Source: an optimization exercise on an open RTL-to-GDS flow (aim: small area, a short achievable clock period and few clock cycles per item). Production flows keep margins and buffers that such runs may drop.
Where RTL was checked, it was by simulation tests only, not by an equivalence proof against the original.
The clock port is modelled as an ideal driver, which makes a skipped or thinned clock tree look cheaper than it is; a real chip needs a root buffer or a tree.
No activity file was given, so power comes from the tool's default toggle rates.

## run E
==> flow/design.v <==
module subordinate #(
    localparam DATA_WIDTH = 32,
    localparam ADDRESS_WIDTH = 4
) (
    input  axi_aclk_in,
    input  axi_aresetn_in,
    input  [ADDRESS_WIDTH-1:0] axi_awaddr_in,
    input  [2:0] axi_awprot_in,
    input  axi_awvalid_in,
    input  [DATA_WIDTH-1:0] axi_wdata_in,
    input  [ADDRESS_WIDTH-1:0] axi_wstrb_in,
    input  axi_wvalid_in,
    input  axi_bready_in,
    input  [ADDRESS_WIDTH-1:0] axi_araddr_in,
    input  [2:0] axi_arprot_in,
    input  axi_arvalid_in,
    input  axi_rready_in,
    output axi_awready_out,
    output axi_wready_out,
    output [1:0] axi_bresp_out,
    output axi_bvalid_out,
    output axi_arready_out,
    output [DATA_WIDTH-1:0] axi_rdata_out,
    output [1:0] axi_rresp_out,
    output axi_rvalid_out
);
    reg [4*DATA_WIDTH-1:0] regs;
    wire write = axi_awvalid_in && axi_wvalid_in;
    assign axi_awready_out = axi_wvalid_in;
    assign axi_wready_out  = axi_awvalid_in;
    wire [DATA_WIDTH-1:0] wd = axi_wdata_in & {DATA_WIDTH{axi_aresetn_in}};
    integer n, k;
    always @(posedge axi_aclk_in)
        for (n = 0; n < 4; n = n + 1)
            for (k = 0; k < DATA_WIDTH/8; k = k + 1)
                if (!axi_aresetn_in || (write && axi_awaddr_in[3:2] == n && axi_wstrb_in[k]))
                    regs[n*DATA_WIDTH+k*8+:8] <= wd[k*8+:8];
    reg       bvalid;
    reg [2:0] bq;
    wire      bslot = !bvalid || axi_bready_in;
    always @(posedge axi_aclk_in)
        if (!axi_aresetn_in) begin
            bvalid <= 1'b0;
            bq     <= 3'd0;
        end else if (bslot) begin
            bvalid <= write || (bq != 3'd0);
            bq     <= (bq != 3'd0) ? bq - 3'd1 + {2'b00, write} : 3'd0;
        end else begin
            bq     <= bq + {2'b00, write};
        end
    assign axi_bvalid_out = bvalid;
    assign axi_bresp_out  = 2'b00;
    reg                  rvalid;
    reg [DATA_WIDTH-1:0] rdata;
    wire rslot = !rvalid || axi_rready_in;
    assign axi_arready_out = rslot;
    always @(posedge axi_aclk_in)
        if (!axi_aresetn_in)
            rvalid <= 1'b0;
        else if (rslot)
            rvalid <= axi_arvalid_in;
    always @(posedge axi_aclk_in)
        if (rslot)
            rdata <= regs[axi_araddr_in[3:2]*DATA_WIDTH+:DATA_WIDTH];
    assign axi_rvalid_out = rvalid;
    assign axi_rdata_out  = rdata;
    assign axi_rresp_out  = 2'b00;
endmodule
clock: 2.5 ns
lec_check: 0
cap_margin: 20
core_margin: 2
core_utilization: 40
slew_margin: 20
standard.sh (not shown) runs the stock make flow with config.mk's settings and CLKGATE_MAP_FILE= SYNTH_SCRIPT=/design/flow/synth_recipe.tcl, a recipe that flattens the netlist after the stock synthesis.
==> flow/flow/run.sh <==
#!/bin/bash
# Standard ORFS layout, with plain buffers (instead of the default delay
# cells) on the ports.
set -euo pipefail
export BUFFER_PORTS_ARGS="-buffer_cell sky130_fd_sc_hd__buf_1"
bash standard.sh > flow_make.log 2>&1
Testbench counts of run E, summed over its fixed seeds: cycles 1,288, items 2,560.
### run E -> run K
--- a/flow/design.v
+++ b/flow/design.v
@@ -22,35 +22,29 @@
     output axi_arready_out,
     output [DATA_WIDTH-1:0] axi_rdata_out,
     output [1:0] axi_rresp_out,
     output axi_rvalid_out
 );
     reg [4*DATA_WIDTH-1:0] regs;
-    wire write = axi_awvalid_in && axi_wvalid_in;
-    assign axi_awready_out = axi_wvalid_in;
-    assign axi_wready_out  = axi_awvalid_in;
+    reg  bvalid;
+    wire bslot = !bvalid || axi_bready_in;
+    wire write = axi_awvalid_in && axi_wvalid_in && bslot;
+    assign axi_awready_out = axi_wvalid_in && bslot;
+    assign axi_wready_out  = axi_awvalid_in && bslot;
     wire [DATA_WIDTH-1:0] wd = axi_wdata_in & {DATA_WIDTH{axi_aresetn_in}};
     integer n, k;
     always @(posedge axi_aclk_in)
         for (n = 0; n < 4; n = n + 1)
             for (k = 0; k < DATA_WIDTH/8; k = k + 1)
                 if (!axi_aresetn_in || (write && axi_awaddr_in[3:2] == n && axi_wstrb_in[k]))
                     regs[n*DATA_WIDTH+k*8+:8] <= wd[k*8+:8];
-    reg       bvalid;
-    reg [2:0] bq;
-    wire      bslot = !bvalid || axi_bready_in;
     always @(posedge axi_aclk_in)
-        if (!axi_aresetn_in) begin
+        if (!axi_aresetn_in)
             bvalid <= 1'b0;
-            bq     <= 3'd0;
-        end else if (bslot) begin
-            bvalid <= write || (bq != 3'd0);
-            bq     <= (bq != 3'd0) ? bq - 3'd1 + {2'b00, write} : 3'd0;
-        end else begin
-            bq     <= bq + {2'b00, write};
-        end
+        else if (bslot)
+            bvalid <= write;
     assign axi_bvalid_out = bvalid;
     assign axi_bresp_out  = 2'b00;
     reg                  rvalid;
     reg [DATA_WIDTH-1:0] rdata;
     wire rslot = !rvalid || axi_rready_in;
     assign axi_arready_out = rslot;
### Flow results
Summary of run K over run E: top fanout value on the critical path now sits higher; clock network fraction of design power now sits higher; non-clock buffer count now sits higher. Of run E and run K, run K shows the higher post-route clock period utilization, with run E below it. Cmp run K vs run E: post-route worst hold slack higher in run K. Run K against run E: via count lost 23, starting utilization of the core area moved up, met3 wire length went down, post-synthesis cell area decreased by about 2% relative to the old numbers. The run with more routed wire is run K, not run E. Between run K and run E, it is run K whose sequential cell area fraction in the yosys report is higher, by 0.66 points. Changes observed in run K relative to run E: relative contribution of combinational cells to total power fell by 1.4 points, overall power after layout rose by 4.4%.
No functional check of the RTL was part of run K.

---

## old
// subordinate: RTL as listed in full above, without the edits since
export LEC_CHECK = 0
export CAP_MARGIN = 20
export CORE_MARGIN = 2
export CORE_UTILIZATION = 40
export SETUP_SLACK_MARGIN = 1.1
export SLEW_MARGIN = 20
create_clock -name core_clock -period 2.5 [get_ports {axi_aclk_in}]
==> flow/flow/run.sh <==
#!/bin/bash
# Standard ORFS layout with two changes: plain buffers (instead of the
# default delay cells) on the ports, and a two-level clock tree built by
# flow/cts.tcl in place of TritonCTS: the clock port drives 2 sky130_fd_sc_hd__clkbuf_16,
# which drive 12 sky130_fd_sc_hd__clkbuf_8 leaf buffers, each driving one cluster of registers.
# ORFS logs stay under orfs/logs; make's output goes to flow_make.log.
set -euo pipefail
export BUFFER_PORTS_ARGS="-buffer_cell sky130_fd_sc_hd__buf_1"
export PRE_CTS_TCL="$(pwd)/flow/cts.tcl"
export MY_CTS_N1=2
export MY_CTS_CELL1=sky130_fd_sc_hd__clkbuf_16
export MY_CTS_N2=12
export MY_CTS_CELL2=sky130_fd_sc_hd__clkbuf_8

bash standard.sh > flow_make.log 2>&1
Other scripts of this flow, unchanged in this note and not shown: flow/flow/cts.tcl
Testbench counts of old, summed over its fixed seeds: cycles 1,288, items 2,560.
Input-level comparison between new and old:
--- a/flow/design.v
+++ b/flow/design.v
@@ -37,30 +37,35 @@
                     regs[n*DATA_WIDTH+k*8+:8] <= wd[k*8+:8];
     reg       bvalid;
     reg [2:0] bq;
-    wire      bslot = !bvalid || axi_bready_in;
+    wire      bslot  = !bvalid || axi_bready_in;
+    wire [2:0] bq_inc = bq + 3'd1;
+    wire [2:0] bq_dec = (bq == 3'd0) ? 3'd0 : bq - 3'd1;
     always @(posedge axi_aclk_in)
         if (!axi_aresetn_in) begin
             bvalid <= 1'b0;
             bq     <= 3'd0;
-        end else if (bslot) begin
-            bvalid <= write || (bq != 3'd0);
-            bq     <= (bq != 3'd0) ? bq - 3'd1 + {2'b00, write} : 3'd0;
         end else begin
-            bq     <= bq + {2'b00, write};
+            if (bslot)
+                bvalid <= write || (bq != 3'd0);
+            case ({bslot, write})
+            2'b00: bq <= bq;
+            2'b01: bq <= bq_inc;
+            2'b10: bq <= bq_dec;
+            2'b11: bq <= bq;
+            endcase
         end
     assign axi_bvalid_out = bvalid;
     assign axi_bresp_out  = 2'b00;
     reg                  rvalid;
     reg [DATA_WIDTH-1:0] rdata;
-    wire rslot = !rvalid || axi_rready_in;
-    assign axi_arready_out = rslot;
+    assign axi_arready_out = axi_rready_in;
     always @(posedge axi_aclk_in)
         if (!axi_aresetn_in)
             rvalid <= 1'b0;
-        else if (rslot)
+        else if (axi_rready_in)
             rvalid <= axi_arvalid_in;
     always @(posedge axi_aclk_in)
-        if (rslot)
+        if (axi_rready_in)
             rdata <= regs[axi_araddr_in[3:2]*DATA_WIDTH+:DATA_WIDTH];
     assign axi_rvalid_out = rvalid;
     assign axi_rdata_out  = rdata;
[summary]
Die area delta (old -> new): insignificant
Reported for old and new, count of TritonRoute iterations in the first routing pass turned out identical to the last digit.
In the metrics for old and new, the one carrying the lower minimum setup slack in the final design is new.
Of old and new, the lower latest clock arrival within the worst-skew pair belongs to new.
Relative to old, proportion of layout cells with a drive suffix above 1 increased by 0.18 points in new.
Per the comparison of new with old, compound-cell area share of the yosys netlist has remained practically unchanged, first-iteration DRC count went up 89.
[new vs old] post-synthesis share of cell area spent on and, or, nand and nor gates: lower in new
new completed end to end with timing, DRC and antenna clean.
new vs. old: cell count went down by about 0.5%.
Diff old -> new | count of nets after finishing | down slightly
new vs. old: post-layout utilization of the core now sits lower, total power after layout moved down.
Compared new vs old, and wire length after detailed routing is down in new.
new: total routing usage reported by global routing lower than old
Function not checked in new: the RTL went through the layout flow alone. No run of this note takes its clock network from TritonCTS; it comes from the design's own scripts or RTL.

---

Starts from the design.v that is shown in full above.
==> flow/config.mk <==
export PLATFORM = sky130hd
export DESIGN_NAME = subordinate
export DESIGN_NICKNAME = subordinate
export VERILOG_FILES = /design/flow/design.v
export SDC_FILE = /design/flow/constraint.sdc
export NUM_CORES = 4
export LEC_CHECK = 0
export CAP_MARGIN = 20
export CORE_MARGIN = 2
export CORE_UTILIZATION = 40
export CTS_BUF_LIST = sky130_fd_sc_hd__clkbuf_8
export CTS_CLUSTER_SIZE = 30
export SLEW_MARGIN = 20
==> flow/constraint.sdc <==
create_clock -name core_clock -period 2.5 [get_ports {axi_aclk_in}]
set_input_delay 0.5000 -clock core_clock [delete_from_list [all_inputs] [get_ports {axi_aclk_in}]]
set_output_delay 0.5000 -clock core_clock [all_outputs]
set_load 0.01 [all_outputs]
==> flow/flow/run.sh <==
#!/bin/bash
# Standard ORFS layout, with plain buffers (instead of the default delay
# cells) on the ports.
set -euo pipefail
export BUFFER_PORTS_ARGS="-buffer_cell sky130_fd_sc_hd__buf_1"
bash standard.sh > flow_make.log 2>&1
Testbench counts at the start, summed over its fixed seeds: cycles 1,288, items 2,560.
Rerun with:
--- a/flow/design.v
+++ b/flow/design.v
@@ -22,35 +22,29 @@
     output axi_arready_out,
     output [DATA_WIDTH-1:0] axi_rdata_out,
     output [1:0] axi_rresp_out,
     output axi_rvalid_out
 );
     reg [4*DATA_WIDTH-1:0] regs;
-    wire write = axi_awvalid_in && axi_wvalid_in;
-    assign axi_awready_out = axi_wvalid_in;
-    assign axi_wready_out  = axi_awvalid_in;
+    reg  bvalid;
+    wire bslot = !bvalid || axi_bready_in;
+    wire write = axi_awvalid_in && axi_wvalid_in && bslot;
+    assign axi_awready_out = axi_wvalid_in && bslot;
+    assign axi_wready_out  = axi_awvalid_in && bslot;
     wire [DATA_WIDTH-1:0] wd = axi_wdata_in & {DATA_WIDTH{axi_aresetn_in}};
     integer n, k;
     always @(posedge axi_aclk_in)
         for (n = 0; n < 4; n = n + 1)
             for (k = 0; k < DATA_WIDTH/8; k = k + 1)
                 if (!axi_aresetn_in || (write && axi_awaddr_in[3:2] == n && axi_wstrb_in[k]))
                     regs[n*DATA_WIDTH+k*8+:8] <= wd[k*8+:8];
-    reg       bvalid;
-    reg [2:0] bq;
-    wire      bslot = !bvalid || axi_bready_in;
     always @(posedge axi_aclk_in)
-        if (!axi_aresetn_in) begin
+        if (!axi_aresetn_in)
             bvalid <= 1'b0;
-            bq     <= 3'd0;
-        end else if (bslot) begin
-            bvalid <= write || (bq != 3'd0);
-            bq     <= (bq != 3'd0) ? bq - 3'd1 + {2'b00, write} : 3'd0;
-        end else begin
-            bq     <= bq + {2'b00, write};
-        end
+        else if (bslot)
+            bvalid <= write;
     assign axi_bvalid_out = bvalid;
     assign axi_bresp_out  = 2'b00;
     reg                  rvalid;
     reg [DATA_WIDTH-1:0] rdata;
     wire rslot = !rvalid || axi_rready_in;
     assign axi_arready_out = rslot;
Count of clock-buffer cells in the layout does not change.
Global-route usage grows by 0.57 points.
Register-to-register slack got worse by 0.41 ns.
Worst setup slack degrades by 0.34 ns.
Die area decreases by 2.0%.
Via count decreases by 1.0%.
Routed wire length went up by 1.7%.
Critical path depth is higher by 2.
Cell area came out higher by 2.8%.
Non-clock buffer count rises by 9.
Fmax fell by 18%.
Sequential power fell by about 3%.
Worst hold slack gains 0.017 ns.
Synthesized cell count came out lower by 9.6%.
The RTL of the second run of this note was laid out without a check of its function.

[separate check: timing with driven ports]
The flow's constraints put no driver on any port. The routed layouts listed below were extracted and timed again, unchanged, in two steps.
Step 1, drivers: a clkbuf_16 drives axi_aclk_in and a buf_2 each remaining input, both assumed.
Step 2 moves the port delays by t, midway between the first and last clock arrival at a register: inputs arrive t later, outputs are due t later. That takes back most of the time a late clock gives input paths.
Three values: no drivers, after step 1, after step 2; two values: the first two.
run | t, ns | slack for setup (ns) | hold slack, ns | latest minus earliest clock arrival (ns) | cell pins on the clock port's net
run E | 0.449 | 0.994 / 0.956 / 0.643 | 0.300 / 0.285 / 0.513 | 0.008 / 0.007 | 1
run K | 0.453 | 0.625 / 0.612 / 0.329 | 0.304 / 0.285 / 0.619 | 0.010 / 0.009 | 1
old | 0.368 | 1.089 / 1.031 / 0.780 | 0.416 / 0.383 / 0.537 | 0.038 / 0.038 | 2
new | 0.367 | 1.080 / 1.060 / 0.752 | 0.441 / 0.408 / 0.509 | 0.052 / 0.052 | 2
the first run of note 3 | 0.482 | 0.947 / 0.911 / 0.649 | 0.255 / 0.244 / 0.516 | 0.014 / 0.014 | 1
the second run of note 3 | 0.478 | 0.604 / 0.580 / 0.297 | 0.272 / 0.255 / 0.621 | 0.011 / 0.011 | 1
After both steps every run listed still meets setup and hold. For run E, which loses most, drivers alone change the setup slack by -0.038 ns; drivers and shift together by -0.351 ns.
